This is an optimization exercise on Yosys and OpenROAD, whose aim is small area and a short achievable clock period, not a production implementation. Function was checked by simulation only, so behaviour that the tests miss may differ from the original. Power figures rest on the tool's default switching activity, not on a simulated workload.

==> flow/design.v <==
module PE (
    input  [7:0]  ifm_in,
    input  [7:0]  w_in,
    input         clk,
    input         rst_n,
    input         done,
    output [7:0]  ifm_pass,
    output [7:0]  w_pass,
    output [31:0] psum_out
);
    reg [7:0]  ifm_pass_r;
    reg [7:0]  w_pass_r;
    assign ifm_pass = ifm_pass_r;
    assign w_pass = w_pass_r;
    reg [15:0] lo_a;    
    reg [9:0] lo_b;    
    reg [0:0] cy;    
    reg [15:0] hi;
    wire [15:0] ra = {lo_a[15], lo_a[14], lo_a[13], lo_a[12], lo_a[11], lo_a[10], lo_a[9], lo_a[8], lo_a[7], lo_a[6], lo_a[5], lo_a[4], lo_a[3], lo_a[2], lo_a[1], lo_a[0]};
    wire [15:0] rb = {lo_b[9], 1'b0, 1'b0, lo_b[8], lo_b[7], lo_b[6], lo_b[5], lo_b[4], lo_b[3], lo_b[2], 1'b0, lo_b[1], lo_b[0], 1'b0, 1'b0, 1'b0};
    wire [15:0] lo0 = ra[15:0] + rb[15:0];
    wire [15:0] lo = {lo0};
    wire [15:0] hi_inc = hi + 16'd1;
    wire [15:0] p_hi = cy[0] ? hi_inc : hi;
    assign psum_out = {p_hi, lo};
    wire [15:0] acc = lo & {16{~done}};
    wire [15:0] acc_hi = p_hi & {16{~done}};
    wire pp0_0 = w_in[0] & ifm_in[0];
    wire pp0_1 = w_in[0] & ifm_in[1];
    wire pp0_2 = w_in[0] & ifm_in[2];
    wire pp0_3 = w_in[0] & ifm_in[3];
    wire pp0_4 = w_in[0] & ifm_in[4];
    wire pp0_5 = w_in[0] & ifm_in[5];
    wire pp0_6 = w_in[0] & ifm_in[6];
    wire pp0_7 = w_in[0] & ifm_in[7];
    wire pp1_0 = w_in[1] & ifm_in[0];
    wire pp1_1 = w_in[1] & ifm_in[1];
    wire pp1_2 = w_in[1] & ifm_in[2];
    wire pp1_3 = w_in[1] & ifm_in[3];
    wire pp1_4 = w_in[1] & ifm_in[4];
    wire pp1_5 = w_in[1] & ifm_in[5];
    wire pp1_6 = w_in[1] & ifm_in[6];
    wire pp1_7 = w_in[1] & ifm_in[7];
    wire pp2_0 = w_in[2] & ifm_in[0];
    wire pp2_1 = w_in[2] & ifm_in[1];
    wire pp2_2 = w_in[2] & ifm_in[2];
    wire pp2_3 = w_in[2] & ifm_in[3];
    wire pp2_4 = w_in[2] & ifm_in[4];
    wire pp2_5 = w_in[2] & ifm_in[5];
    wire pp2_6 = w_in[2] & ifm_in[6];
    wire pp2_7 = w_in[2] & ifm_in[7];
    wire pp3_0 = w_in[3] & ifm_in[0];
    wire pp3_1 = w_in[3] & ifm_in[1];
    wire pp3_2 = w_in[3] & ifm_in[2];
    wire pp3_3 = w_in[3] & ifm_in[3];
    wire pp3_4 = w_in[3] & ifm_in[4];
    wire pp3_5 = w_in[3] & ifm_in[5];
    wire pp3_6 = w_in[3] & ifm_in[6];
    wire pp3_7 = w_in[3] & ifm_in[7];
    wire pp4_0 = w_in[4] & ifm_in[0];
    wire pp4_1 = w_in[4] & ifm_in[1];
    wire pp4_2 = w_in[4] & ifm_in[2];
    wire pp4_3 = w_in[4] & ifm_in[3];
    wire pp4_4 = w_in[4] & ifm_in[4];
    wire pp4_5 = w_in[4] & ifm_in[5];
    wire pp4_6 = w_in[4] & ifm_in[6];
    wire pp4_7 = w_in[4] & ifm_in[7];
    wire pp5_0 = w_in[5] & ifm_in[0];
    wire pp5_1 = w_in[5] & ifm_in[1];
    wire pp5_2 = w_in[5] & ifm_in[2];
    wire pp5_3 = w_in[5] & ifm_in[3];
    wire pp5_4 = w_in[5] & ifm_in[4];
    wire pp5_5 = w_in[5] & ifm_in[5];
    wire pp5_6 = w_in[5] & ifm_in[6];
    wire pp5_7 = w_in[5] & ifm_in[7];
    wire pp6_0 = w_in[6] & ifm_in[0];
    wire pp6_1 = w_in[6] & ifm_in[1];
    wire pp6_2 = w_in[6] & ifm_in[2];
    wire pp6_3 = w_in[6] & ifm_in[3];
    wire pp6_4 = w_in[6] & ifm_in[4];
    wire pp6_5 = w_in[6] & ifm_in[5];
    wire pp6_6 = w_in[6] & ifm_in[6];
    wire pp6_7 = w_in[6] & ifm_in[7];
    wire pp7_0 = w_in[7] & ifm_in[0];
    wire pp7_1 = w_in[7] & ifm_in[1];
    wire pp7_2 = w_in[7] & ifm_in[2];
    wire pp7_3 = w_in[7] & ifm_in[3];
    wire pp7_4 = w_in[7] & ifm_in[4];
    wire pp7_5 = w_in[7] & ifm_in[5];
    wire pp7_6 = w_in[7] & ifm_in[6];
    wire pp7_7 = w_in[7] & ifm_in[7];
    wire hs0 = pp0_0 ^ acc[0];
    wire hc0 = pp0_0 & acc[0];
    wire ts0 = pp0_1 ^ pp1_0 ^ acc[1];
    wire tc0 = (pp0_1 & pp1_0) | (pp0_1 & acc[1]) | (pp1_0 & acc[1]);
    wire hs1 = hc0 ^ ts0;
    wire hc1 = hc0 & ts0;
    wire ts1 = pp0_2 ^ pp1_1 ^ pp2_0;
    wire tc1 = (pp0_2 & pp1_1) | (pp0_2 & pp2_0) | (pp1_1 & pp2_0);
    wire ts2 = ts1 ^ acc[2] ^ tc0;
    wire tc2 = (ts1 & acc[2]) | (ts1 & tc0) | (acc[2] & tc0);
    wire hs2 = hc1 ^ ts2;
    wire hc2 = hc1 & ts2;
    wire ts3 = pp0_3 ^ pp1_2 ^ pp2_1;
    wire tc3 = (pp0_3 & pp1_2) | (pp0_3 & pp2_1) | (pp1_2 & pp2_1);
    wire ts4 = pp3_0 ^ tc1 ^ ts3;
    wire tc4 = (pp3_0 & tc1) | (pp3_0 & ts3) | (tc1 & ts3);
    wire ts5 = ts4 ^ acc[3] ^ tc2;
    wire tc5 = (ts4 & acc[3]) | (ts4 & tc2) | (acc[3] & tc2);
    wire ts6 = pp0_4 ^ pp1_3 ^ pp2_2;
    wire tc6 = (pp0_4 & pp1_3) | (pp0_4 & pp2_2) | (pp1_3 & pp2_2);
    wire ts7 = pp3_1 ^ pp4_0 ^ tc3;
    wire tc7 = (pp3_1 & pp4_0) | (pp3_1 & tc3) | (pp4_0 & tc3);
    wire ts8 = ts6 ^ tc4 ^ ts7;
    wire tc8 = (ts6 & tc4) | (ts6 & ts7) | (tc4 & ts7);
    wire hs3 = acc[4] ^ ts8;
    wire hc3 = acc[4] & ts8;
    wire ts9 = pp0_5 ^ pp1_4 ^ pp2_3;
    wire tc9 = (pp0_5 & pp1_4) | (pp0_5 & pp2_3) | (pp1_4 & pp2_3);
    wire ts10 = pp3_2 ^ pp4_1 ^ pp5_0;
    wire tc10 = (pp3_2 & pp4_1) | (pp3_2 & pp5_0) | (pp4_1 & pp5_0);
    wire ts11 = tc6 ^ ts10 ^ ts9;
    wire tc11 = (tc6 & ts10) | (tc6 & ts9) | (ts10 & ts9);
    wire ts12 = tc7 ^ ts11 ^ acc[5];
    wire tc12 = (tc7 & ts11) | (tc7 & acc[5]) | (ts11 & acc[5]);
    wire ts13 = tc8 ^ ts12 ^ hc3;
    wire tc13 = (tc8 & ts12) | (tc8 & hc3) | (ts12 & hc3);
    wire ts14 = pp0_6 ^ pp1_5 ^ pp2_4;
    wire tc14 = (pp0_6 & pp1_5) | (pp0_6 & pp2_4) | (pp1_5 & pp2_4);
    wire ts15 = pp3_3 ^ pp4_2 ^ pp5_1;
    wire tc15 = (pp3_3 & pp4_2) | (pp3_3 & pp5_1) | (pp4_2 & pp5_1);
    wire ts16 = pp6_0 ^ tc10 ^ tc9;
    wire tc16 = (pp6_0 & tc10) | (pp6_0 & tc9) | (tc10 & tc9);
    wire ts17 = ts14 ^ ts15 ^ tc11;
    wire tc17 = (ts14 & ts15) | (ts14 & tc11) | (ts15 & tc11);
    wire ts18 = ts16 ^ acc[6] ^ ts17;
    wire tc18 = (ts16 & acc[6]) | (ts16 & ts17) | (acc[6] & ts17);
    wire hs4 = tc12 ^ ts18;
    wire hc4 = tc12 & ts18;
    wire ts19 = pp0_7 ^ pp1_6 ^ pp2_5;
    wire tc19 = (pp0_7 & pp1_6) | (pp0_7 & pp2_5) | (pp1_6 & pp2_5);
    wire ts20 = pp3_4 ^ pp4_3 ^ pp5_2;
    wire tc20 = (pp3_4 & pp4_3) | (pp3_4 & pp5_2) | (pp4_3 & pp5_2);
    wire ts21 = pp6_1 ^ pp7_0 ^ tc14;
    wire tc21 = (pp6_1 & pp7_0) | (pp6_1 & tc14) | (pp7_0 & tc14);
    wire ts22 = tc15 ^ ts19 ^ ts20;
    wire tc22 = (tc15 & ts19) | (tc15 & ts20) | (ts19 & ts20);
    wire ts23 = tc16 ^ ts21 ^ ts22;
    wire tc23 = (tc16 & ts21) | (tc16 & ts22) | (ts21 & ts22);
    wire ts24 = acc[7] ^ tc17 ^ ts23;
    wire tc24 = (acc[7] & tc17) | (acc[7] & ts23) | (tc17 & ts23);
    wire hs5 = tc18 ^ ts24;
    wire hc5 = tc18 & ts24;
    wire ts25 = pp1_7 ^ pp2_6 ^ pp3_5;
    wire tc25 = (pp1_7 & pp2_6) | (pp1_7 & pp3_5) | (pp2_6 & pp3_5);
    wire ts26 = pp4_4 ^ pp5_3 ^ pp6_2;
    wire tc26 = (pp4_4 & pp5_3) | (pp4_4 & pp6_2) | (pp5_3 & pp6_2);
    wire ts27 = pp7_1 ^ tc19 ^ tc20;
    wire tc27 = (pp7_1 & tc19) | (pp7_1 & tc20) | (tc19 & tc20);
    wire ts28 = ts25 ^ ts26 ^ tc21;
    wire tc28 = (ts25 & ts26) | (ts25 & tc21) | (ts26 & tc21);
    wire ts29 = tc22 ^ ts27 ^ acc[8];
    wire tc29 = (tc22 & ts27) | (tc22 & acc[8]) | (ts27 & acc[8]);
    wire ts30 = ts28 ^ tc23 ^ ts29;
    wire tc30 = (ts28 & tc23) | (ts28 & ts29) | (tc23 & ts29);
    wire hs6 = tc24 ^ ts30;
    wire hc6 = tc24 & ts30;
    wire ts31 = pp2_7 ^ pp3_6 ^ pp4_5;
    wire tc31 = (pp2_7 & pp3_6) | (pp2_7 & pp4_5) | (pp3_6 & pp4_5);
    wire ts32 = pp5_4 ^ pp6_3 ^ pp7_2;
    wire tc32 = (pp5_4 & pp6_3) | (pp5_4 & pp7_2) | (pp6_3 & pp7_2);
    wire ts33 = tc25 ^ tc26 ^ ts31;
    wire tc33 = (tc25 & tc26) | (tc25 & ts31) | (tc26 & ts31);
    wire ts34 = ts32 ^ tc27 ^ ts33;
    wire tc34 = (ts32 & tc27) | (ts32 & ts33) | (tc27 & ts33);
    wire ts35 = acc[9] ^ tc28 ^ ts34;
    wire tc35 = (acc[9] & tc28) | (acc[9] & ts34) | (tc28 & ts34);
    wire ts36 = tc29 ^ ts35 ^ tc30;
    wire tc36 = (tc29 & ts35) | (tc29 & tc30) | (ts35 & tc30);
    wire ts37 = pp3_7 ^ pp4_6 ^ pp5_5;
    wire tc37 = (pp3_7 & pp4_6) | (pp3_7 & pp5_5) | (pp4_6 & pp5_5);
    wire ts38 = pp6_4 ^ pp7_3 ^ tc31;
    wire tc38 = (pp6_4 & pp7_3) | (pp6_4 & tc31) | (pp7_3 & tc31);
    wire ts39 = tc32 ^ ts37 ^ tc33;
    wire tc39 = (tc32 & ts37) | (tc32 & tc33) | (ts37 & tc33);
    wire ts40 = ts38 ^ acc[10] ^ tc34;
    wire tc40 = (ts38 & acc[10]) | (ts38 & tc34) | (acc[10] & tc34);
    wire ts41 = ts39 ^ tc35 ^ ts40;
    wire tc41 = (ts39 & tc35) | (ts39 & ts40) | (tc35 & ts40);
    wire ts42 = pp4_7 ^ pp5_6 ^ pp6_5;
    wire tc42 = (pp4_7 & pp5_6) | (pp4_7 & pp6_5) | (pp5_6 & pp6_5);
    wire ts43 = pp7_4 ^ tc37 ^ ts42;
    wire tc43 = (pp7_4 & tc37) | (pp7_4 & ts42) | (tc37 & ts42);
    wire ts44 = tc38 ^ ts43 ^ acc[11];
    wire tc44 = (tc38 & ts43) | (tc38 & acc[11]) | (ts43 & acc[11]);
    wire ts45 = tc39 ^ ts44 ^ tc40;
    wire tc45 = (tc39 & ts44) | (tc39 & tc40) | (ts44 & tc40);
    wire ts46 = pp5_7 ^ pp6_6 ^ pp7_5;
    wire tc46 = (pp5_7 & pp6_6) | (pp5_7 & pp7_5) | (pp6_6 & pp7_5);
    wire ts47 = tc42 ^ ts46 ^ tc43;
    wire tc47 = (tc42 & ts46) | (tc42 & tc43) | (ts46 & tc43);
    wire ts48 = acc[12] ^ ts47 ^ tc44;
    wire tc48 = (acc[12] & ts47) | (acc[12] & tc44) | (ts47 & tc44);
    wire ts49 = pp6_7 ^ pp7_6 ^ tc46;
    wire tc49 = (pp6_7 & pp7_6) | (pp6_7 & tc46) | (pp7_6 & tc46);
    wire ts50 = ts49 ^ acc[13] ^ tc47;
    wire tc50 = (ts49 & acc[13]) | (ts49 & tc47) | (acc[13] & tc47);
    wire hs7 = ts50 ^ tc48;
    wire hc7 = ts50 & tc48;
    wire ts51 = pp7_7 ^ tc49 ^ acc[14];
    wire tc51 = (pp7_7 & tc49) | (pp7_7 & acc[14]) | (tc49 & acc[14]);
    wire hs8 = ts51 ^ tc50;
    wire hc8 = ts51 & tc50;
    wire hs9 = hs8 ^ hc7;
    wire hc9 = hs8 & hc7;
    wire ts52 = acc[15] ^ tc51 ^ hc8;
    wire tc52 = (acc[15] & tc51) | (acc[15] & hc8) | (tc51 & hc8);
    wire [15:0] ta = {hc9, hs9, hs7, ts48, tc41, ts41, hc6, hc5, hc4, tc13, ts13, hs3, hc2, hs2, hs1, hs0};
    wire [15:0] tb = {ts52, 1'b0, 1'b0, tc45, ts45, tc36, ts36, hs6, hs5, hs4, 1'b0, tc5, ts5, 1'b0, 1'b0, 1'b0};
    wire [16:0] tsum16 = {1'b0, ta[15:0]} + {1'b0, tb[15:0]};
    always @(posedge clk or negedge rst_n) begin
        if (!rst_n) begin
            ifm_pass_r <= 8'd0;
            w_pass_r <= 8'd0;
            lo_a <= 0;
            lo_b <= 0;
            cy <= 0;
            hi <= 16'd0;
        end else begin
            ifm_pass_r <= ifm_in;
            w_pass_r <= w_in;
            lo_a <= {hc9, hs9, hs7, ts48, tc41, ts41, hc6, hc5, hc4, tc13, ts13, hs3, hc2, hs2, hs1, hs0};
            lo_b <= {ts52, tc45, ts45, tc36, ts36, hs6, hs5, hs4, tc5, ts5};
            cy <= {(tsum16[16] | tc52)};
            hi <= acc_hi;
        end
    end
endmodule
module PE_Array #(
    parameter DATA_WIDTH = 8,
    parameter ARRAY_SIZE = 4,
    parameter DIAG_NUM = 2 * ARRAY_SIZE - 1,
    parameter SUM_WIDTH = 32
)(
    input [ARRAY_SIZE*DATA_WIDTH-1:0] ifm_in,
    input [ARRAY_SIZE*DATA_WIDTH-1:0] w_in,
    input clk,
    input rst_n,
    input [DIAG_NUM-1:0] done,
    output [ARRAY_SIZE*DATA_WIDTH-1:0] ifm_pass,
    output [ARRAY_SIZE*DATA_WIDTH-1:0] w_pass,
    output [ARRAY_SIZE*ARRAY_SIZE*SUM_WIDTH-1:0] psum_out
);
    wire [DATA_WIDTH-1:0] ifm_wire [0:ARRAY_SIZE-1][0:ARRAY_SIZE];
    wire [DATA_WIDTH-1:0] w_wire [0:ARRAY_SIZE][0:ARRAY_SIZE-1];
    generate
        for(genvar i=0; i<ARRAY_SIZE; i=i+1) begin : input_connections
            assign ifm_wire[i][0] = ifm_in[DATA_WIDTH*i +: DATA_WIDTH];
            assign w_wire[0][i] = w_in[DATA_WIDTH*i +: DATA_WIDTH];
        end
    endgenerate
    generate
        for(genvar i=0; i<ARRAY_SIZE; i=i+1) begin : output_connections
            assign ifm_pass[DATA_WIDTH*i +: DATA_WIDTH] = ifm_wire[i][ARRAY_SIZE];
            assign w_pass[DATA_WIDTH*i +: DATA_WIDTH] = w_wire[ARRAY_SIZE][i];
        end
    endgenerate
    generate
        for(genvar i=0;i<ARRAY_SIZE;i=i+1) begin : row_gen
            for(genvar j=0;j<ARRAY_SIZE;j=j+1) begin : col_gen
                PE Processing_Element(
                .ifm_in(ifm_wire[i][j]),
                .w_in(w_wire[i][j]),
                .clk(clk),
                .rst_n(rst_n),
                .done(done[i+j]),
                .ifm_pass(ifm_wire[i][j+1]),
                .w_pass(w_wire[i+1][j]),
                .psum_out(psum_out[SUM_WIDTH*(i*ARRAY_SIZE+j) +: SUM_WIDTH])
                );
            end
        end
    endgenerate
endmodule
==> flow/flow/run.sh <==
#!/bin/bash
# Own layout flow:
#  1. the standard synthesis, unchanged;
#  2. flow/polarity.py removes inverters from the synthesised netlist by
#     flipping full adders (self-dual) and swapping gates for their
#     complementary twins; registers and ports are untouched;
#  3. the standard ORFS layout, with the port buffers made from the smallest
#     plain buffer (buffer_ports would otherwise pick the 10 um2
#     clkdlybuf4s50_1 delay cell) and clock tree synthesis with larger sink
#     clusters and no dummy loads.
set -euo pipefail
bash standard.sh synth > synth.log 2>&1
R=orfs/results/sky130hd/PE_Array/base
cp $R/1_2_yosys.v $R/1_2_yosys_standard.v
python3 flow/polarity.py $R/1_2_yosys_standard.v $R/1_2_yosys.v > polarity.log 2>&1
rm -f $R/1_synth.odb $R/1_synth.sdc
bash standard.sh "BUFFER_PORTS_ARGS=-buffer_cell sky130_fd_sc_hd__buf_1" \
  "CTS_ARGS=-sink_clustering_enable -repair_clock_nets -sink_clustering_size 30 -sink_clustering_max_diameter 80 -buf_list {sky130_fd_sc_hd__clkbuf_8 sky130_fd_sc_hd__clkbuf_16} -dont_use_dummy_load" \
  finish > layout.log 2>&1
==> flow/flow/polarity.py <==
#!/usr/bin/env python3
"""Remove inverters from a flat Yosys netlist by choosing output polarities.

Usage: polarity.py IN.v OUT.v

A full adder is self-dual: complementing its three inputs complements its sum
and carry.  So each full adder may be "flipped" (same cell, inputs and
outputs read complemented), and each and2/nand2 (or2/nor2, xor2/xnor2) may be
swapped for its complement.  Given the inverters of the netlist, this picks
the flips that need the fewest inverters (by area) with a local search, then
rewrites the netlist: every driver feeds its loads directly or through one
new inverter.  Registers, ports and every other cell are left as they are;
a driver whose inverter chain reaches a port keeps its chain untouched.
"""
import re, sys, os, json, math, collections, random

src = open(sys.argv[1]).read()
mod_start = src.index("module ")
first = re.search(r"^\s*sky130_fd_sc_hd__\w+\s+\S+\s*\(", src, re.M)
header = src[:first.start()]
end = src.rindex("endmodule")
body = src[first.start():end]

inst = []
for m in re.finditer(r"^\s*(sky130_fd_sc_hd__\w+)\s+(\S+)\s*\((.*?)\);", body, re.S | re.M):
    pins = [(p, n.strip()) for p, n in re.findall(r"\.(\w+)\(([^()]*)\)", m.group(3))]
    inst.append([m.group(1), m.group(2), pins])

ports = set()
for m in re.finditer(r"^\s*(input|output)\s+(\[[^\]]*\]\s*)?(\S+);", header, re.M):
    ports.add(m.group(3))
def is_port(net):
    return re.sub(r"\s*\[\d+\]$", "", net) in ports

OUTP = {"X", "Y", "Q", "Q_N", "SUM", "COUT", "HI", "LO"}
drv = {}
loads = collections.defaultdict(list)
for i, (c, nm, pins) in enumerate(inst):
    for p, n in pins:
        if p in OUTP:
            drv[n] = (i, p)
        else:
            loads[n].append((i, p))

def isinv(i):
    return re.match(r"sky130_fd_sc_hd__(inv|clkinv)_\d+$", inst[i][0]) is not None
def isfa(i):
    return re.match(r"sky130_fd_sc_hd__fa_\d+$", inst[i][0]) is not None
# complementary cell pairs (same inputs, complemented output): cell -> [twin, out pin, twin's out pin, area change]
SWAP = json.load(open(os.path.join(os.path.dirname(os.path.abspath(__file__)), "swap.json")))
INV = 3.7536

# roots: nets driven by a non-inverter cell, or input ports feeding cells
roots = {}
for n, (i, p) in drv.items():
    if not isinv(i):
        roots[n] = (i, p)
for n in loads:
    if n not in drv:
        roots[n] = (None, None)      # input port or constant

sinks = {}        # root net -> [(inst, pin, parity)]
chain_to_port = set()
used_inv = set()
def walk(net, par, out, invs):
    if is_port(net) and par is not None and net not in roots:
        out.append(("PORT", net, par))
    for (j, p) in loads.get(net, []):
        if isinv(j):
            invs.append(j)
            ynet = dict(inst[j][2])["Y"]
            walk(ynet, par ^ 1, out, invs)
        else:
            out.append((j, p, par))
for n in roots:
    out, invs = [], []
    walk(n, 0, out, invs)
    if any(s[0] == "PORT" for s in out) or is_port(n):
        chain_to_port.add(n)
        continue
    sinks[n] = out
    used_inv.update(invs)

fixed_cells = set()
for n in chain_to_port:
    i, p = roots[n]
    if i is not None:
        fixed_cells.add(i)
cand = [i for i in range(len(inst))
        if i not in fixed_cells and (isfa(i) or inst[i][0] in SWAP)]
flip = collections.defaultdict(int)

def fin(j):
    """inversion a flipped cell applies to its inputs (full adders only)"""
    return flip[j] if (j != "PORT" and isfa(j)) else 0

def root_cost(n):
    i, p = roots[n]
    fd = flip[i] if i is not None else 0
    return INV if any((par ^ fd ^ fin(j)) for j, q, par in sinks[n]) else 0.0
def cell_cost(i):
    return SWAP[inst[i][0]][3] if (flip[i] and inst[i][0] in SWAP) else 0.0

touch = collections.defaultdict(set)
for n, lst in sinks.items():
    i, p = roots[n]
    if i is not None:
        touch[i].add(n)
    for j, q, par in lst:
        touch[j].add(n)

before = sum(root_cost(n) for n in sinks)
random.seed(1)
for rnd in range(20):
    changed = False
    order = cand[:]
    random.shuffle(order)
    for i in order:
        b = sum(root_cost(n) for n in touch[i]) + cell_cost(i)
        flip[i] ^= 1
        a = sum(root_cost(n) for n in touch[i]) + cell_cost(i)
        if a < b - 1e-9:
            changed = True
        else:
            flip[i] ^= 1
    if not changed:
        break
cur = sum(root_cost(n) for n in sinks) + sum(cell_cost(i) for i in cand)
best, best_flip = cur, dict(flip)
steps = int(os.environ.get("POL_STEPS", "400000"))
for k in range(steps):
    T = 3.0 * (0.01 / 3.0) ** (k / steps)
    i = cand[random.randrange(len(cand))]
    b = sum(root_cost(n) for n in touch[i]) + cell_cost(i)
    flip[i] ^= 1
    a = sum(root_cost(n) for n in touch[i]) + cell_cost(i)
    d = a - b
    if d <= 0 or random.random() < math.exp(-d / T):
        cur += d
        if cur < best - 1e-9:
            best, best_flip = cur, dict(flip)
    else:
        flip[i] ^= 1
flip = collections.defaultdict(int, best_flip)
after = sum(root_cost(n) for n in sinks) + sum(cell_cost(i) for i in cand)
ninv_before = len(used_inv)

# rewrite
drop = set(used_inv)
newwires = []
conn = {}          # (inst, pin) -> net
ninv_after = 0
newinst = []
for n, lst in sinks.items():
    i, p = roots[n]
    fd = flip[i] if i is not None else 0
    inv_net = None
    for j, q, par in lst:
        need = par ^ fd ^ fin(j)
        if need:
            if inv_net is None:
                inv_net = f"_pol{len(newwires)}_"
                newwires.append(inv_net)
                newinst.append(["sky130_fd_sc_hd__inv_1", f"_polinv{len(newwires)}_",
                                [("A", n), ("Y", inv_net)]])
                ninv_after += 1
            conn[(j, q)] = inv_net
        else:
            conn[(j, q)] = n

def fmt(n):
    return n + " " if n.startswith("\\") else n

out = [header]
for w in newwires:
    out.append(f"  wire {w};\n")
for i, (c, nm, pins) in enumerate(inst):
    if i in drop:
        continue
    if flip[i] and c in SWAP:
        nc, po, pn, _ = SWAP[c]
        pins = [(pn if p == po else p, n) for p, n in pins]
        c = nc
    pins = [(p, conn.get((i, p), n)) for p, n in pins]
    out.append(f"  {c} {nm} (\n" + ",\n".join(f"    .{p}({fmt(n)})" for p, n in pins) + "\n  );\n")
for c, nm, pins in newinst:
    out.append(f"  {c} {nm} (\n" + ",\n".join(f"    .{p}({fmt(n)})" for p, n in pins) + "\n  );\n")
out.append(src[end:])
open(sys.argv[2], "w").write("".join(out))
nfl = sum(1 for i in cand if flip[i])
print(f"polarity: inverters {ninv_before} -> {ninv_after}, flipped {nfl} of {len(cand)} cells, "
      f"model cost {before:.1f} -> {after:.1f} um2")
==> flow/standard.sh <==
#!/bin/bash
# synth_recipe.tcl (not shown) runs the flow's synth.tcl, then flattens the netlist and writes it again
# the make line also repeats each setting of config.mk as NAME=value (left out here)
make -C /OpenROAD-flow-scripts/flow DESIGN_CONFIG=/design/flow/config.mk WORK_HOME=/design/flow/orfs CLKGATE_MAP_FILE= SYNTH_SCRIPT=/design/flow/synth_recipe.tcl "${@:-finish}"
==> flow/config.mk <==
export PLATFORM = sky130hd
export DESIGN_NAME = PE_Array
export DESIGN_NICKNAME = PE_Array
export VERILOG_FILES = /design/flow/design.v
export SDC_FILE = /design/flow/constraint.sdc
export NUM_CORES = 4
export LEC_CHECK = 0
export CAP_MARGIN = 20
export CORE_MARGIN = 2
export CORE_UTILIZATION = 40
export CTS_BUF_LIST = sky130_fd_sc_hd__clkbuf_4 sky130_fd_sc_hd__clkbuf_8
export SETUP_SLACK_MARGIN = 0.2
export SLEW_MARGIN = 20
==> flow/constraint.sdc <==
create_clock -name core_clock -period 7.0 [get_ports {clk}]
set_input_delay 1.4000 -clock core_clock [delete_from_list [all_inputs] [get_ports {clk}]]
set_output_delay 1.4000 -clock core_clock [all_outputs]
set_load 0.01 [all_outputs]
Not shown: flow/flow/swap.json
==> flow_summary.json, run 1 <==
{
  "vias_per_cell": 5.03,
  "num-multi-input-gates": 4359,
  "instances_no_fill": 8549,
  "worstPathMaxFanout": 9,
  "grt_max_degree": 162,
  "crit_path_cell_trace": "buf_1, nand2_1, fa_1, inv_1, fa_1, fa_1, fa_1, fa_1, ha_1, a21o_1, a21oi_1, a21oi_1, a211o_1",
  "crit_cells": 13,
  "wl_met1_mm": 71.8,
  "drive_above_1_share": 0.0299,
  "rr_endpoint": "row_gen[1].col_gen[2].Processing_Element.cy$_DFF_PN0_",
  "gp_congestion": 0.863,
  "pg_comb_uw": 16900,
  "p_clk_frac": 0.139,
  "rows": 150,
  "status": "finished clean",
  "syn_avg_cell_area_um2": 11.8,
  "layout.nets": 7748,
  "setup_viol": 0,
  "clk_latency_ns": 0.69,
  "critPathKind": "in -> reg",
  "met1_usage": 0.262,
  "r2r_start": "row_gen[1].col_gen[2].Processing_Element.lo_b[0]$_DFF_PN0_",
  "p_sw_frac": 0.451,
  "placed_cells": 8471,
  "grt_pass1_wl_mm": 272,
  "use_met2": 0.341,
  "cts_hold_buf": 0,
  "critPathLaunchType": "input pin",
  "clkTransAtPathRegs_ns": 0.09,
  "dp_hpwl_mm": 137,
  "critPathCapture": "row_gen[0].col_gen[2].Processing_Element.cy$_DFF_PN0_",
  "grtUsageTotal": 0.205
}
==> run 2: changes to the inputs <==
--- a/flow/config.mk
+++ b/flow/config.mk
@@ -9,5 +9,5 @@
 export CORE_MARGIN = 2
 export CORE_UTILIZATION = 40
 export CTS_BUF_LIST = sky130_fd_sc_hd__clkbuf_4 sky130_fd_sc_hd__clkbuf_8
-export SETUP_SLACK_MARGIN = 0.2
+export SETUP_SLACK_MARGIN = 2.5
 export SLEW_MARGIN = 20
==> flow_summary.json, run 2 <==
{
  "status": "finished clean",
  "finalHoldViolCount": 0,
  "grt_max_degree": 171,
  "use_met2": 0.346,
  "core_area_um2": 167000,
  "crit_buf_inv": 1,
  "grt_pass1_vias": 47200,
  "ff2ff_path_depth": 12,
  "first_pass_iters": 5,
  "root_buffer": "clkbuf_16",
  "cts_made_buffers": 75,
  "hold_path_class": "reg -> reg",
  "yosysWarnings": 2,
  "vias_per_cell": 5.01,
  "clock_skew_ns": 0.0707,
  "crit_path_start": "ifm_in[23]",
  "crit_family": "adder cells",
  "largestRegisters": "row_gen.col_gen.Processing_Element.hi (256), row_gen.col_gen.Processing_Element.lo_a (256), row_gen.col_gen.Processing_Element.lo_b (160)",
  "clk_path_buf_depth": 3,
  "netlist_area_um2": 67000,
  "syn_nets": 7091,
  "placed_area_um2": 72200,
  "tritoncts": "built",
  "slew_viol_final": 0,
  "syn_inst": 5690,
  "clk_latency_ns": 0.71,
  "drt_iter0_markers": 2186,
  "layout_commonest_cell": "dfrtp_1",
  "die_h_um": 413,
  "grt_pass1_wl_mm": 273,
  "worstMarginPinSlew_ns": 0.989,
  "finalCriticalPeriod_ns": 4.53,
  "cp.required_ns": 7.53,
  "areaGrowthSynthToFinish_pct": 12.5,
  "die-area_um2": 171000,
  "critPathKind": "in -> reg",
  "slowest_stage": "fa_1",
  "grtUsageTotal": 0.205,
  "placed_cells": 8470,
  "numPortBuffers": 648,
  "dieWidth_um": 413,
  "holdPathStages": 0,
  "drv_cap": 0,
  "peakVddDrop_mv": 0.243,
  "period_share": 0.648,
  "setup_viol": 0,
  "arrival_ns": 5.06,
  "crit_cells": 11,
  "grt-busiest-layer": "met2",
  "wl_per_cell_um": 20.0,
  "ctsHtreeMaxLevel": 3,
  "end_kind": "register",
  "ant_nets": 0,
  "met1_usage": 0.267,
  "rsz0062_at_grt": "yes",
  "syn_avg_cell_area_um2": 11.8,
  "postLayoutCellArea_um2": 75400,
  "antenna_found_initial": 10,
  "initial_core_util": 0.402,
  "fmax_ghz": 0.221,
  "clkTransAtPathRegs_ns": 0.07,
  "grtUsageMet3": 0.0479,
  "cpMostUsedCell": "fa_1",
  "vias": 43200,
  "fin_util": 0.452,
  "crit_path_cell_trace": "buf_12, and2_4, fa_1, fa_1, fa_1, fa_1, fa_1, ha_1, a21o_1, a221oi_2, o21ai_1",
  "gr-total-overflow": 0,
  "critPathLaunchType": "input pin",
  "rows": 150,
  "fin_setup_tns_ns": 0,
  "dp_hpwl_mm": 137,
  "final_cell_mix": "851 x dfrtp_1, 811 x fa_1, 679 x and2_1",
  "totalWireLength_mm": 172,
  "instances_no_fill": 8621,
  "max_stage_delay_ns": 0.61,
  "drc": 0,
  "drive_above_1_share": 0.0887,
  "max-slew-margin-rel": 0.341,
  "leakagePower_uw": 0.0350,
  "layout.nets": 7819,
  "ios": 649,
  "worstPathMaxFanout": 5,
  "clock-sinks": 944,
  "p_per_area_nw_per_um2": 383,
  "gp_congestion": 0.858
}
-- run 2: what timing repair did --
item                                    CTS  global route
cloned                                    0             0
endpoints found under the hold margin     0             0
buffers inserted                         12            63
pin swaps                                 6            79
gates resized for setup                 107           215
endpoints found under the setup margin   28            45
hold buffers                              0             0
-- run 2: worst paths after layout --
kind / slack (ns) / endpoint
max: 2.47 / row_gen[2].col_gen[0].Processing_Element.cy$_DFF_PN0_
min in group asynchronous: 0.84 / row_gen[3].col_gen[3].Processing_Element.hi[5]$_DFF_PN0_
min reg2reg: 0.47 / register
min: 0.47 / register
max reg2reg: 2.59 / row_gen[2].col_gen[2].Processing_Element.cy$_DFF_PN0_
max in group asynchronous: 4.59 / row_gen[2].col_gen[0].Processing_Element.lo_b[5]$_DFF_PN0_
-- run 2: report_power, final --
| group | switching (uW) | total [uW] | internal [uW] |
|---|---|---|---|
| sequential | 727 | 7450 | 6720 |
| combinational | 10300 | 17600 | 7320 |
| clock | 1980 | 3860 | 1890 |
| total | 13000 | 28900 | 15900 |
-- run 2: cell type report --
class	count	area, um^2
Multi-Input combinational cell	4359	42400
Sequential cell	944	23700
Timing Repair Buffer	752	3530
Inverter	286	1070
Antenna cell	1	2.50
Tap cell	2204	2760
Clock buffer	75	1880
Fill cell	15500	91400
-- run 2: layer usage --
layer | up-vias | part of all wire
met4 | 12 | 0.025
met3 | 206 | 0.056
met2 | 793 | 0.49
met5 | - | 0.00050
li1 | 19800 | -
met1 | 22400 | 0.43
-- run 2: worst reg2reg max path: cells and delay by family (launching register included) --
kind	cells	cell delay [ns]
flip-flops	1	0.47
AO/OA/AOI/OAI	2	0.36
adder cells (fa/ha/maj)	7	2.95
AND/OR/NAND/NOR	3	0.47
-- run 2: stage by stage --
stage / setup slack [ns] / hold slack (ns) / power [uW]
2_1_floorplan: 2.14 / 0.431 / 19000
3_3_place_gp: 1.56 / 0.552 / 24300
3_5_place_dp: 1.53 / 0.550 / 24600
4_1_cts: 2.44 / 0.516 / 28800
5_1_grt: 2.35 / 0.479 / 31900
6_report: 2.47 / 0.472 / 28900
==> run 3: changes to the inputs <==
--- a/flow/design.v
+++ b/flow/design.v
@@ -13,15 +13,25 @@
     assign ifm_pass = ifm_pass_r;
     assign w_pass = w_pass_r;
     reg [15:0] lo_a;    
-    reg [9:0] lo_b;    
-    reg [0:0] cy;    
+    reg [10:0] lo_b;    
+    reg [3:0] g;
+    reg [3:0] p;
     reg [15:0] hi;
     wire [15:0] ra = {lo_a[15], lo_a[14], lo_a[13], lo_a[12], lo_a[11], lo_a[10], lo_a[9], lo_a[8], lo_a[7], lo_a[6], lo_a[5], lo_a[4], lo_a[3], lo_a[2], lo_a[1], lo_a[0]};
-    wire [15:0] rb = {lo_b[9], 1'b0, 1'b0, lo_b[8], lo_b[7], lo_b[6], lo_b[5], lo_b[4], lo_b[3], lo_b[2], 1'b0, lo_b[1], lo_b[0], 1'b0, 1'b0, 1'b0};
-    wire [15:0] lo0 = ra[15:0] + rb[15:0];
-    wire [15:0] lo = {lo0};
+    wire [15:0] rb = {lo_b[10], lo_b[9], 1'b0, lo_b[8], lo_b[7], lo_b[6], lo_b[5], lo_b[4], lo_b[3], lo_b[2], 1'b0, lo_b[1], lo_b[0], 1'b0, 1'b0, 1'b0};
+    wire [4:0] c;
+    assign c[0] = 1'b0;
+    assign c[1] = g[0] | (p[0] & c[0]);
+    assign c[2] = g[1] | (p[1] & c[1]);
+    assign c[3] = g[2] | (p[2] & c[2]);
+    assign c[4] = g[3] | (p[3] & c[3]);
+    wire [3:0] lo0 = ra[3:0] + rb[3:0];
+    wire [3:0] lo1 = ra[7:4] + rb[7:4] + {3'd0, c[1]};
+    wire [3:0] lo2 = ra[11:8] + rb[11:8] + {3'd0, c[2]};
+    wire [3:0] lo3 = ra[15:12] + rb[15:12] + {3'd0, c[3]};
+    wire [15:0] lo = {lo3, lo2, lo1, lo0};
     wire [15:0] hi_inc = hi + 16'd1;
-    wire [15:0] p_hi = cy[0] ? hi_inc : hi;
+    wire [15:0] p_hi = c[4] ? hi_inc : hi;
     assign psum_out = {p_hi, lo};
     wire [15:0] acc = lo & {16{~done}};
     wire [15:0] acc_hi = p_hi & {16{~done}};
@@ -105,8 +115,8 @@
     wire tc3 = (pp0_3 & pp1_2) | (pp0_3 & pp2_1) | (pp1_2 & pp2_1);
     wire ts4 = pp3_0 ^ tc1 ^ ts3;
     wire tc4 = (pp3_0 & tc1) | (pp3_0 & ts3) | (tc1 & ts3);
-    wire ts5 = ts4 ^ acc[3] ^ tc2;
-    wire tc5 = (ts4 & acc[3]) | (ts4 & tc2) | (acc[3] & tc2);
+    wire ts5 = acc[3] ^ ts4 ^ tc2;
+    wire tc5 = (acc[3] & ts4) | (acc[3] & tc2) | (ts4 & tc2);
     wire ts6 = pp0_4 ^ pp1_3 ^ pp2_2;
     wire tc6 = (pp0_4 & pp1_3) | (pp0_4 & pp2_2) | (pp1_3 & pp2_2);
     wire ts7 = pp3_1 ^ pp4_0 ^ tc3;
@@ -121,8 +131,8 @@
     wire tc10 = (pp3_2 & pp4_1) | (pp3_2 & pp5_0) | (pp4_1 & pp5_0);
     wire ts11 = tc6 ^ ts10 ^ ts9;
     wire tc11 = (tc6 & ts10) | (tc6 & ts9) | (ts10 & ts9);
-    wire ts12 = tc7 ^ ts11 ^ acc[5];
-    wire tc12 = (tc7 & ts11) | (tc7 & acc[5]) | (ts11 & acc[5]);
+    wire ts12 = tc7 ^ acc[5] ^ ts11;
+    wire tc12 = (tc7 & acc[5]) | (tc7 & ts11) | (acc[5] & ts11);
     wire ts13 = tc8 ^ ts12 ^ hc3;
     wire tc13 = (tc8 & ts12) | (tc8 & hc3) | (ts12 & hc3);
     wire ts14 = pp0_6 ^ pp1_5 ^ pp2_4;
@@ -133,10 +143,10 @@
     wire tc16 = (pp6_0 & tc10) | (pp6_0 & tc9) | (tc10 & tc9);
     wire ts17 = ts14 ^ ts15 ^ tc11;
     wire tc17 = (ts14 & ts15) | (ts14 & tc11) | (ts15 & tc11);
-    wire ts18 = ts16 ^ acc[6] ^ ts17;
-    wire tc18 = (ts16 & acc[6]) | (ts16 & ts17) | (acc[6] & ts17);
-    wire hs4 = tc12 ^ ts18;
-    wire hc4 = tc12 & ts18;
+    wire ts18 = ts16 ^ acc[6] ^ tc12;
+    wire tc18 = (ts16 & acc[6]) | (ts16 & tc12) | (acc[6] & tc12);
+    wire hs4 = ts17 ^ ts18;
+    wire hc4 = ts17 & ts18;
     wire ts19 = pp0_7 ^ pp1_6 ^ pp2_5;
     wire tc19 = (pp0_7 & pp1_6) | (pp0_7 & pp2_5) | (pp1_6 & pp2_5);
     wire ts20 = pp3_4 ^ pp4_3 ^ pp5_2;
@@ -145,10 +155,10 @@
     wire tc21 = (pp6_1 & pp7_0) | (pp6_1 & tc14) | (pp7_0 & tc14);
     wire ts22 = tc15 ^ ts19 ^ ts20;
     wire tc22 = (tc15 & ts19) | (tc15 & ts20) | (ts19 & ts20);
-    wire ts23 = tc16 ^ ts21 ^ ts22;
-    wire tc23 = (tc16 & ts21) | (tc16 & ts22) | (ts21 & ts22);
-    wire ts24 = acc[7] ^ tc17 ^ ts23;
-    wire tc24 = (acc[7] & tc17) | (acc[7] & ts23) | (tc17 & ts23);
+    wire ts23 = tc16 ^ ts21 ^ acc[7];
+    wire tc23 = (tc16 & ts21) | (tc16 & acc[7]) | (ts21 & acc[7]);
+    wire ts24 = ts22 ^ tc17 ^ ts23;
+    wire tc24 = (ts22 & tc17) | (ts22 & ts23) | (tc17 & ts23);
     wire hs5 = tc18 ^ ts24;
     wire hc5 = tc18 & ts24;
     wire ts25 = pp1_7 ^ pp2_6 ^ pp3_5;
@@ -171,12 +181,12 @@
     wire tc32 = (pp5_4 & pp6_3) | (pp5_4 & pp7_2) | (pp6_3 & pp7_2);
     wire ts33 = tc25 ^ tc26 ^ ts31;
     wire tc33 = (tc25 & tc26) | (tc25 & ts31) | (tc26 & ts31);
-    wire ts34 = ts32 ^ tc27 ^ ts33;
-    wire tc34 = (ts32 & tc27) | (ts32 & ts33) | (tc27 & ts33);
-    wire ts35 = acc[9] ^ tc28 ^ ts34;
-    wire tc35 = (acc[9] & tc28) | (acc[9] & ts34) | (tc28 & ts34);
-    wire ts36 = tc29 ^ ts35 ^ tc30;
-    wire tc36 = (tc29 & ts35) | (tc29 & tc30) | (ts35 & tc30);
+    wire ts34 = ts32 ^ tc27 ^ acc[9];
+    wire tc34 = (ts32 & tc27) | (ts32 & acc[9]) | (tc27 & acc[9]);
+    wire ts35 = ts33 ^ tc28 ^ tc29;
+    wire tc35 = (ts33 & tc28) | (ts33 & tc29) | (tc28 & tc29);
+    wire ts36 = ts34 ^ tc30 ^ ts35;
+    wire tc36 = (ts34 & tc30) | (ts34 & ts35) | (tc30 & ts35);
     wire ts37 = pp3_7 ^ pp4_6 ^ pp5_5;
     wire tc37 = (pp3_7 & pp4_6) | (pp3_7 & pp5_5) | (pp4_6 & pp5_5);
     wire ts38 = pp6_4 ^ pp7_3 ^ tc31;
@@ -191,47 +201,50 @@
     wire tc42 = (pp4_7 & pp5_6) | (pp4_7 & pp6_5) | (pp5_6 & pp6_5);
     wire ts43 = pp7_4 ^ tc37 ^ ts42;
     wire tc43 = (pp7_4 & tc37) | (pp7_4 & ts42) | (tc37 & ts42);
-    wire ts44 = tc38 ^ ts43 ^ acc[11];
-    wire tc44 = (tc38 & ts43) | (tc38 & acc[11]) | (ts43 & acc[11]);
+    wire ts44 = tc38 ^ acc[11] ^ ts43;
+    wire tc44 = (tc38 & acc[11]) | (tc38 & ts43) | (acc[11] & ts43);
     wire ts45 = tc39 ^ ts44 ^ tc40;
     wire tc45 = (tc39 & ts44) | (tc39 & tc40) | (ts44 & tc40);
     wire ts46 = pp5_7 ^ pp6_6 ^ pp7_5;
     wire tc46 = (pp5_7 & pp6_6) | (pp5_7 & pp7_5) | (pp6_6 & pp7_5);
     wire ts47 = tc42 ^ ts46 ^ tc43;
     wire tc47 = (tc42 & ts46) | (tc42 & tc43) | (ts46 & tc43);
-    wire ts48 = acc[12] ^ ts47 ^ tc44;
-    wire tc48 = (acc[12] & ts47) | (acc[12] & tc44) | (ts47 & tc44);
+    wire ts48 = acc[12] ^ tc44 ^ ts47;
+    wire tc48 = (acc[12] & tc44) | (acc[12] & ts47) | (tc44 & ts47);
     wire ts49 = pp6_7 ^ pp7_6 ^ tc46;
     wire tc49 = (pp6_7 & pp7_6) | (pp6_7 & tc46) | (pp7_6 & tc46);
     wire ts50 = ts49 ^ acc[13] ^ tc47;
     wire tc50 = (ts49 & acc[13]) | (ts49 & tc47) | (acc[13] & tc47);
-    wire hs7 = ts50 ^ tc48;
-    wire hc7 = ts50 & tc48;
+    wire hs7 = tc48 ^ ts50;
+    wire hc7 = tc48 & ts50;
     wire ts51 = pp7_7 ^ tc49 ^ acc[14];
     wire tc51 = (pp7_7 & tc49) | (pp7_7 & acc[14]) | (tc49 & acc[14]);
     wire hs8 = ts51 ^ tc50;
     wire hc8 = ts51 & tc50;
-    wire hs9 = hs8 ^ hc7;
-    wire hc9 = hs8 & hc7;
-    wire ts52 = acc[15] ^ tc51 ^ hc8;
-    wire tc52 = (acc[15] & tc51) | (acc[15] & hc8) | (tc51 & hc8);
-    wire [15:0] ta = {hc9, hs9, hs7, ts48, tc41, ts41, hc6, hc5, hc4, tc13, ts13, hs3, hc2, hs2, hs1, hs0};
-    wire [15:0] tb = {ts52, 1'b0, 1'b0, tc45, ts45, tc36, ts36, hs6, hs5, hs4, 1'b0, tc5, ts5, 1'b0, 1'b0, 1'b0};
-    wire [16:0] tsum16 = {1'b0, ta[15:0]} + {1'b0, tb[15:0]};
+    wire hs9 = acc[15] ^ tc51;
+    wire hc9 = acc[15] & tc51;
+    wire [15:0] ta = {hs9, hs8, hs7, ts48, ts45, tc36, hc6, hc5, hc4, tc13, ts13, hs3, hc2, hs2, hs1, hs0};
+    wire [15:0] tb = {hc8, hc7, 1'b0, tc45, tc41, ts41, ts36, hs6, hs5, hs4, 1'b0, tc5, ts5, 1'b0, 1'b0, 1'b0};
+    wire [4:0] gsum0 = {1'b0, ta[3:0]} + {1'b0, tb[3:0]};
+    wire [4:0] gsum1 = {1'b0, ta[7:4]} + {1'b0, tb[7:4]};
+    wire [4:0] gsum2 = {1'b0, ta[11:8]} + {1'b0, tb[11:8]};
+    wire [4:0] gsum3 = {1'b0, ta[15:12]} + {1'b0, tb[15:12]};
     always @(posedge clk or negedge rst_n) begin
         if (!rst_n) begin
             ifm_pass_r <= 8'd0;
             w_pass_r <= 8'd0;
             lo_a <= 0;
             lo_b <= 0;
-            cy <= 0;
+            g <= 0;
+            p <= 0;
             hi <= 16'd0;
         end else begin
             ifm_pass_r <= ifm_in;
             w_pass_r <= w_in;
-            lo_a <= {hc9, hs9, hs7, ts48, tc41, ts41, hc6, hc5, hc4, tc13, ts13, hs3, hc2, hs2, hs1, hs0};
-            lo_b <= {ts52, tc45, ts45, tc36, ts36, hs6, hs5, hs4, tc5, ts5};
-            cy <= {(tsum16[16] | tc52)};
+            lo_a <= {hs9, hs8, hs7, ts48, ts45, tc36, hc6, hc5, hc4, tc13, ts13, hs3, hc2, hs2, hs1, hs0};
+            lo_b <= {hc8, hc7, tc45, tc41, ts41, ts36, hs6, hs5, hs4, tc5, ts5};
+            g <= {(gsum3[4] | hc9), gsum2[4], gsum1[4], gsum0[4]};
+            p <= {(&(ta[15:12] ^ tb[15:12])), (&(ta[11:8] ^ tb[11:8])), (&(ta[7:4] ^ tb[7:4])), (&(ta[3:0] ^ tb[3:0]))};
             hi <= acc_hi;
         end
     end
--- a/flow/config.mk
+++ b/flow/config.mk
@@ -9,5 +9,5 @@
 export CORE_MARGIN = 2
 export CORE_UTILIZATION = 40
 export CTS_BUF_LIST = sky130_fd_sc_hd__clkbuf_4 sky130_fd_sc_hd__clkbuf_8
-export SETUP_SLACK_MARGIN = 2.5
+export SETUP_SLACK_MARGIN = 3.3
 export SLEW_MARGIN = 20
==> flow_summary.json, run 3 <==
{
  "root_buffer": "clkbuf_16",
  "dp_hpwl_mm": 139,
  "pre_cts_ws_ns": 1.85,
  "placed_cells": 8586,
  "drive_above_1_share": 0.383,
  "postLayoutCellArea_um2": 91300,
  "numPortBuffers": 648,
  "critPathKind": "reg -> out",
  "ctsHtreeMaxLevel": 3,
  "antenna_found_initial": 1,
  "tritoncts": "built",
  "clk_path_buf_depth": 3,
  "rsz0062_at_grt": "yes",
  "instances_no_fill": 9281,
  "setup_viol": 0,
  "syn_nets": 7112,
  "leakagePower_uw": 0.0439,
  "ant_nets": 0,
  "syn_inst": 5711,
  "setup_ws_ns": 2.95,
  "drt_iter0_markers": 1933,
  "drc": 0,
  "largestRegisters": "row_gen.col_gen.Processing_Element.hi (256), row_gen.col_gen.Processing_Element.lo_a (256), row_gen.col_gen.Processing_Element.lo_b (176)",
  "rows": 152,
  "fin_setup_tns_ns": 0,
  "worstMarginPinSlew_ns": 0.937,
  "layout.nets": 8374,
  "end_kind": "output port",
  "grtUsageTotal": 0.217,
  "die-area_um2": 177000,
  "wl_per_cell_um": 20.9,
  "cp.required_ns": 5.60,
  "totalWireLength_mm": 194,
  "core_area_um2": 172000,
  "initial_core_util": 0.403,
  "clk_latency_ns": 0.75,
  "status": "finished clean",
  "finalCriticalPeriod_ns": 4.05,
  "grt_pass1_vias": 50200,
  "netlist_area_um2": 69300,
  "worstPathMaxFanout": 5,
  "clkTransAtPathRegs_ns": 0.08,
  "drv_cap": 0,
  "slew_viol_final": 0,
  "rr_endpoint": "row_gen[1].col_gen[0].Processing_Element.g[2]$_DFF_PN0_",
  "die_h_um": 420,
  "vias": 46300,
  "period_share": 0.578,
  "holdWs_ns": 0.455,
  "grt_max_degree": 162,
  "layout_commonest_cell": "dfrtp_1",
  "arrival_ns": 2.65,
  "cts_made_buffers": 84,
  "dieWidth_um": 420,
  "first_pass_iters": 5,
  "grt_pass1_wl_mm": 295,
  "ff2ff_path_depth": 12,
  "finalHoldViolCount": 0,
  "r2r_slack_ns": 3.15,
  "peakVddDrop_mv": 0.408,
  "max-slew-margin-rel": 0.376,
  "n_antenna_cell": 0,
  "syn_avg_cell_area_um2": 12.1,
  "fill_cells": 14400,
  "cts_hold_buf": 0,
  "ios": 649,
  "clock_skew_ns": 0.0948,
  "vias_per_cell": 4.99,
  "hold_path_class": "reg -> reg",
  "areaGrowthSynthToFinish_pct": 31.7,
  "p_per_area_nw_per_um2": 404,
  "gp_congestion": 0.846,
  "gr-total-overflow": 0,
  "clock-sinks": 1056,
  "yosysWarnings": 2,
  "fmax_ghz": 0.247,
  "critPathLaunchType": "register",
  "holdPathStages": 0,
  "placed_area_um2": 75400,
  "final_cell_mix": "900 x dfrtp_1, 524 x fa_1, 520 x and2_1"
}
-- run 3: cell types whose count changed in the layout (fill, tap and decap cells not counted), sizes merged, moves of 46 or more --
cell,previous run,this run
a21oi,131,64
and2,684,576
and4,16,71
buf,713,1273
dfrtp,944,1056
inv,286,459
nor2,128,82
o21ai,65,19
xnor2,276,207
xor2,145,192
-- run 3: how the worst max path moves through the flow --
stage                                                              from                                                       to  slack, ns  depth (start not counted)
2_1_floorplan                                                  w_in[21]  row_gen[0].col_gen[2].Processing_Element.g[2]$_DFF_PN0_       2.53                         11
3_3_place_gp                                                  ifm_in[5]  row_gen[0].col_gen[0].Processing_Element.g[2]$_DFF_PN0_       1.88                         13
3_5_place_dp                                                  ifm_in[3]  row_gen[0].col_gen[0].Processing_Element.g[2]$_DFF_PN0_       1.85                         13
4_1_cts         row_gen[0].col_gen[3].Processing_Element.g[0]$_DFF_PN0_                                            psum_out[125]       2.90                          7
5_1_grt        row_gen[3].col_gen[0].Processing_Element.hi[3]$_DFF_PN0_                                            psum_out[413]       2.87                          7
6_report       row_gen[3].col_gen[0].Processing_Element.hi[4]$_DFF_PN0_                                            psum_out[413]       2.95                          7
-- run 3: critical path: stages, from the launching register on --
cell	delay, ns
dfrtp_1	0.38
and4_4	0.25
and4_4	0.24
clkinvlp_4	0.17
or4_4	0.52
inv_2	0.08
xor2_2	0.15
buf_4	0.15
-- run 3: cell type report --
class,instances,area [um^2],area share
sequential,1056,26600,0.292
tap,2310,2890,0.0317
timing repair buffer,1294,9970,0.109
inverter,467,1840,0.0202
multi-input combinational,4070,47900,0.524
clock buffer,84,2100,0.0230
-- run 3: per-layer routing --
layer,share of wire,GRT usage,up-vias
met5,0.000067,0,-
met4,0.048,0.0880,2
met3,0.040,0.0322,301
met2,0.52,0.388,933
met1,0.39,0.261,24500
li1,-,-,20600
-- run 3: stage by stage --
step | total power [uW] | util
5_1_grt | 40000 | 0.531
6_report | 36800 | 0.531
4_1_cts | 34700 | 0.502
3_3_place_gp | 25800 | 0.439
3_5_place_dp | 26100 | 0.439
2_1_floorplan | 20200 | -
-- run 3: repair_timing --
| item | 4_1_cts | 5_1_grt |
|---|---|---|
| setup endpoints to repair | 477 | 437 |
| buffers inserted | 425 | 181 |
| gates cloned | 4 | 1 |
| gates resized for setup | 1633 | 811 |
| pin swaps | 579 | 501 |
-- run 3: power breakdown --
group | switching (uW) | leakage (uW) | internal [uW]
clock | 2190 | 0.00104 | 2110
combinational | 12000 | 0.0296 | 11900
sequential | 940 | 0.0133 | 7680
total | 15100 | 0.0439 | 21700
==> run 4: changes to the inputs <==
--- a/flow/config.mk
+++ b/flow/config.mk
@@ -9,5 +9,5 @@
 export CORE_MARGIN = 2
 export CORE_UTILIZATION = 40
 export CTS_BUF_LIST = sky130_fd_sc_hd__clkbuf_4 sky130_fd_sc_hd__clkbuf_8
-export SETUP_SLACK_MARGIN = 3.3
+export SETUP_SLACK_MARGIN = 2.9
 export SLEW_MARGIN = 20
==> flow_summary.json, run 4 <==
{
  "worstPathMaxFanout": 9,
  "drive_above_1_share": 0.139,
  "core_area_um2": 172000,
  "vias": 43600,
  "slew_viol_final": 0,
  "root_buffer": "clkbuf_16",
  "wl_per_cell_um": 20.3,
  "cts_made_buffers": 90,
  "syn_nets": 7112,
  "vias_per_cell": 4.95,
  "peakVddDrop_mv": 0.387,
  "multi_input_area_um2": 42100,
  "grt_max_degree": 174,
  "critPathKind": "in -> reg",
  "fmax_ghz": 0.246,
  "initial_core_util": 0.403,
  "clk_path_buf_depth": 3,
  "critPathLaunchType": "input pin",
  "finalCriticalPeriod_ns": 4.07,
  "clock_skew_ns": 0.117,
  "drc": 0,
  "end_kind": "register",
  "setup_viol": 0,
  "drv_cap": 0,
  "dp_hpwl_mm": 138,
  "rows": 152,
  "fill_cells": 15800,
  "max-slew-margin-rel": 0.356,
  "finalHoldViolCount": 0,
  "cp.required_ns": 7.54,
  "gr-total-overflow": 0,
  "die-area_um2": 177000,
  "period_share": 0.581,
  "hold_path_class": "reg -> reg",
  "final_cell_mix": "972 x dfrtp_1, 770 x fa_1, 556 x and2_1",
  "antenna_found_initial": 9,
  "grt_pass1_wl_mm": 280,
  "dieWidth_um": 420,
  "ctsHtreeMaxLevel": 3,
  "numPortBuffers": 648,
  "tritoncts": "built",
  "worstMarginPinSlew_ns": 0.966,
  "p_per_area_nw_per_um2": 385,
  "ios": 649,
  "syn_avg_cell_area_um2": 12.1,
  "netlist_area_um2": 69300,
  "gp_congestion": 0.846,
  "layout.nets": 7897,
  "postLayoutCellArea_um2": 79700,
  "placed_area_um2": 75100,
  "cts_hold_buf": 0,
  "die_h_um": 420,
  "areaGrowthSynthToFinish_pct": 14.9,
  "yosysWarnings": 2,
  "fin_setup_tns_ns": 0,
  "clkTransAtPathRegs_ns": 0.10,
  "leakagePower_uw": 0.0380,
  "layout_commonest_cell": "dfrtp_1",
  "drt_iter0_markers": 1955,
  "largestRegisters": "row_gen.col_gen.Processing_Element.hi (256), row_gen.col_gen.Processing_Element.lo_a (256), row_gen.col_gen.Processing_Element.lo_b (176)",
  "clock-sinks": 1056,
  "grtUsageTotal": 0.206,
  "clk_latency_ns": 0.75,
  "grt_pass1_vias": 48000,
  "rsz0062_at_grt": "yes",
  "arrival_ns": 4.61,
  "final-seq-area_um2": 26500,
  "status": "finished clean",
  "totalWireLength_mm": 178,
  "ant_nets": 0,
  "syn_inst": 5711,
  "first_pass_iters": 7
}
==> run 4: repair_timing <==
action                     CTS  global route
setup endpoints to repair  196           126
resized for setup          259           214
setup buffers               64            67
pin swaps                   47            64
==> run 4: worst max-delay path, stage by stage <==
cell	delay (ns)
buf_2	0.16
and2_4	0.18
fa_2	0.39
fa_2	0.57
fa_2	0.44
fa_2	0.34
fa_1	0.55
ha_4	0.22
a21oi_2	0.11
nor2b_1	0.05
o21ai_1	0.14
nand2b_1	0.06
==> run 4: stage by stage <==
stage / setup WS [ns] / cells / total power, uW / hold WS [ns] / util
after floorplan: 2.53 / 5711 / 19900 / 0.431 / -
after global placement: 1.80 / 8582 / 25400 / 0.547 / 0.437
after detailed placement: 1.73 / 8582 / 25800 / 0.524 / 0.437
after global routing: 2.80 / 8807 / 33800 / 0.449 / 0.463
after CTS: 2.80 / 8736 / 30900 / 0.474 / 0.457
final: 2.93 / 8807 / 30700 / 0.440 / 0.463
==> run 4: final timing paths <==
path	endpoint	startpoint	slack (ns)	cells after the start
worst max-delay path	row_gen[3].col_gen[0].Processing_Element.g[2]$_DFF_PN0_	ifm_in[31]	2.93	12
max in group asynchronous	row_gen[2].col_gen[0].Processing_Element.hi[5]$_DFF_PN0_	rst_n	4.58	3
min in group asynchronous	row_gen[3].col_gen[3].Processing_Element.lo_a[12]$_DFF_PN0_	rst_n	0.83	1
worst min-delay path	register	register	0.44	0
worst max register to register	row_gen[3].col_gen[1].Processing_Element.g[2]$_DFF_PN0_	register	3.02	11
worst min register to register	register	register	0.44	0
==> run 4: final cells by class <==
class | count | area share
inverter | 467 | 0.0223
antenna | 3 | 0.0000942
tap | 2310 | 0.0363
timing repair buffer | 812 | 0.0515
multi-input combinational | 4069 | 0.528
sequential | 1056 | 0.333
clock buffer | 90 | 0.0283
==> run 4: report_power, final <==
part / leakage, uW / internal (uW) / total, uW / switching [uW]
registers: 0.0134 / 7670 / 8510 / 844
logic: 0.0235 / 7680 / 17700 / 10000
clock network: 0.00111 / 2250 / 4470 / 2220
==> run 4: layer usage <==
metal	routed length [um]	track usage	part of all wire	up-vias
li1	-	-	-	19600
met1	71700	0.252	0.40	22900
met2	91700	0.362	0.51	822
met3	8350	0.0393	0.047	244
met4	6550	0.0707	0.037	8
met5	54	0	0.00030	-
==> run 5: changes to the inputs <==
--- a/flow/flow/polarity.py
+++ b/flow/flow/polarity.py
@@ -127,7 +127,7 @@
         break
 cur = sum(root_cost(n) for n in sinks) + sum(cell_cost(i) for i in cand)
 best, best_flip = cur, dict(flip)
-steps = int(os.environ.get("POL_STEPS", "400000"))
+steps = int(os.environ.get("POL_STEPS", "2000000"))
 for k in range(steps):
     T = 3.0 * (0.01 / 3.0) ** (k / steps)
     i = cand[random.randrange(len(cand))]
--- a/flow/config.mk
+++ b/flow/config.mk
@@ -7,7 +7,7 @@
 export LEC_CHECK = 0
 export CAP_MARGIN = 20
 export CORE_MARGIN = 2
-export CORE_UTILIZATION = 40
+export CORE_UTILIZATION = 75
 export CTS_BUF_LIST = sky130_fd_sc_hd__clkbuf_4 sky130_fd_sc_hd__clkbuf_8
 export SETUP_SLACK_MARGIN = 2.9
 export SLEW_MARGIN = 20
==> flow_summary.json, run 5 <==
{
  "leakagePower_uw": 0.0368,
  "dieWidth_um": 307,
  "die-area_um2": 94400,
  "core_area_um2": 91400,
  "postLayoutCellArea_um2": 76500,
  "wl_per_cell_um": 21.8,
  "fmax_ghz": 0.241,
  "ant_nets": 0,
  "cp.required_ns": 5.60,
  "placed_area_um2": 73300,
  "fill_cells": 5025,
  "grtUsageTotal": 0.364,
  "drv_cap": 0,
  "ctsHtreeMaxLevel": 2,
  "gp_congestion": 0.902,
  "pre_cts_ws_ns": 1.83,
  "areaGrowthSynthToFinish_pct": 10.9,
  "syn_nets": 7200,
  "drc": 0,
  "finalCriticalPeriod_ns": 4.14,
  "clk_latency_ns": 0.72,
  "vias": 45400,
  "rows": 111,
  "worstPathMaxFanout": 11,
  "end_kind": "output port",
  "grt_pass1_wl_mm": 264,
  "antenna_found_initial": 5,
  "worstMarginPinSlew_ns": 0.943,
  "netlist_area_um2": 69000,
  "hold_path_class": "reg -> reg",
  "vias_per_cell": 5.90,
  "p_per_area_nw_per_um2": 391,
  "period_share": 0.592,
  "rsz0062_at_grt": "yes",
  "clock_skew_ns": 0.0639,
  "max-slew-margin-rel": 0.371,
  "setup_viol": 0,
  "grt_max_degree": 170,
  "grt_pass1_vias": 49200,
  "setup_ws_ns": 2.86,
  "drive_above_1_share": 0.120,
  "tritoncts": "built",
  "fin_util": 0.837,
  "drt_iter0_markers": 3756,
  "layout_commonest_cell": "dfrtp_1",
  "clock-sinks": 1056,
  "finalHoldViolCount": 0,
  "peakVddDrop_mv": 0.353,
  "first_pass_iters": 8,
  "ios": 649,
  "syn_avg_cell_area_um2": 11.9,
  "die_h_um": 307,
  "clkTransAtPathRegs_ns": 0.10,
  "fin_setup_tns_ns": 0,
  "arrival_ns": 2.74,
  "totalWireLength_mm": 168,
  "status": "finished clean",
  "root_buffer": "clkbuf_16",
  "critPathKind": "reg -> out",
  "layout.nets": 7909,
  "syn_inst": 5799,
  "dp_hpwl_mm": 129,
  "yosysWarnings": 2,
  "clk_path_buf_depth": 3,
  "cts_hold_buf": 0,
  "numPortBuffers": 648,
  "cts_made_buffers": 51,
  "gr-total-overflow": 0,
  "initial_core_util": 0.755,
  "largestRegisters": "row_gen.col_gen.Processing_Element.hi (256), row_gen.col_gen.Processing_Element.lo_a (256), row_gen.col_gen.Processing_Element.lo_b (176)",
  "critPathLaunchType": "register",
  "final_cell_mix": "952 x dfrtp_1, 770 x fa_1, 765 x nand2_1",
  "slew_viol_final": 0
}
run 5: cell type report:
cell class                      instances  area, um^2  area share
Timing Repair Buffer                  775        3910      0.0511
Multi-Input combinational cell       4069       41200       0.538
Tap cell                             1186        1480      0.0194
Inverter                              555        2090      0.0274
Sequential cell                      1056       26600       0.347
Antenna cell                            4        10.0    0.000131
Clock buffer                           51        1280      0.0167
run 5: timing repair:
action,CTS,global route
resized for setup,146,343
cloned,0,0
hold endpoints to repair,0,0
pin swaps,10,80
setup endpoints to repair,133,100
buffers inserted,22,77
run 5: worst max-delay path, stage by stage, from the launching register on:
cell and delay, ns:
dfrtp_1 0.38, a21oi_4 0.09, o21ai_1 0.56, nand2_1 0.22, or4_1 0.53, nand2_1 0.08
buf_1 0.20
run 5: where the power goes:
group	switching, uW	internal [uW]
sequential	880	7660
clock	1940	1300
combinational	10500	7600
run 5: metrics by stage:
| step | instances | hold WS, ns | power (uW) |
|---|---|---|---|
| after floorplan | 5799 | 0.442 | 19900 |
| after global placement | 7542 | 0.536 | 24900 |
| after detailed placement | 7542 | 0.543 | 25800 |
| after CTS | 7615 | 0.523 | 29400 |
| after global routing | 7693 | 0.527 | 32400 |
| final | 7696 | 0.509 | 29900 |
run 5: worst paths after layout:
| check | to | startpoint | slack [ns] | cells after the start |
|---|---|---|---|---|
| setup reg to reg | row_gen[3].col_gen[0].Processing_Element.g[2]$_DFF_PN0_ | row_gen[3].col_gen[0].Processing_Element.g[0]$_DFF_PN0_ | 2.98 | 13 |
| setup / recovery | psum_out[188] | row_gen[1].col_gen[1].Processing_Element.p[1]$_DFF_PN0_ | 2.86 | 6 |
| max in group asynchronous | row_gen[1].col_gen[2].Processing_Element.g[0]$_DFF_PN0_ | rst_n | 4.55 | 3 |
| min in group asynchronous | row_gen[3].col_gen[2].Processing_Element.hi[0]$_DFF_PN0_ | rst_n | 0.78 | 1 |
| hold reg to reg | register | register | 0.51 | 0 |
| hold / removal | register | register | 0.51 | 0 |
run 5: layer usage:
| metal | wire (um) | track usage | vias up |
|---|---|---|---|
| met5 | 27 | 0 | - |
| met3 | 12600 | 0.0716 | 464 |
| met1 | 61500 | 0.467 | 23600 |
| met2 | 83600 | 0.600 | 1684 |
| li1 | - | - | 19700 |
| met4 | 10300 | 0.188 | 6 |

==> re-timing with driven ports <==
The flow's constraints put no driver on any port. The routed layouts listed below were extracted and timed again, unchanged, in two steps. Step 1: set_driving_cell puts a clkbuf_16 on clk and a buf_2 on each other input, an assumption about the parent block. Step 2 moves the port delays by t, midway between the first and last clock arrival at a register: inputs arrive t later, outputs are due t later. That takes back most of the time a late clock gives input paths. Three values: ideal ports, drivers, drivers and shift; two values: the first two.
| run | t, ns | slack for setup (ns) | worst register clock-pin slew, ns | pins driven straight from the clock port |
|---|---|---|---|---|
| run 1 | 0.750 | 2.024 / 2.080 / 1.331 | 0.10 / 0.10 | 1 |
| run 2 | 0.765 | 2.467 / 2.486 / 1.721 | 0.11 / 0.11 | 1 |
| run 3 | 0.781 | 2.951 / 2.872 / 2.247 | 0.10 / 0.10 | 1 |
| run 4 | 0.775 | 2.931 / 2.877 / 2.149 | 0.11 / 0.11 | 1 |
| run 5 | 0.758 | 2.856 / 2.780 / 2.198 | 0.12 / 0.12 | 1 |
After both steps every run listed still meets setup and hold. The setup slack of run 4, which loses most, moves by -0.054 ns with the drivers and by -0.782 ns with both steps.
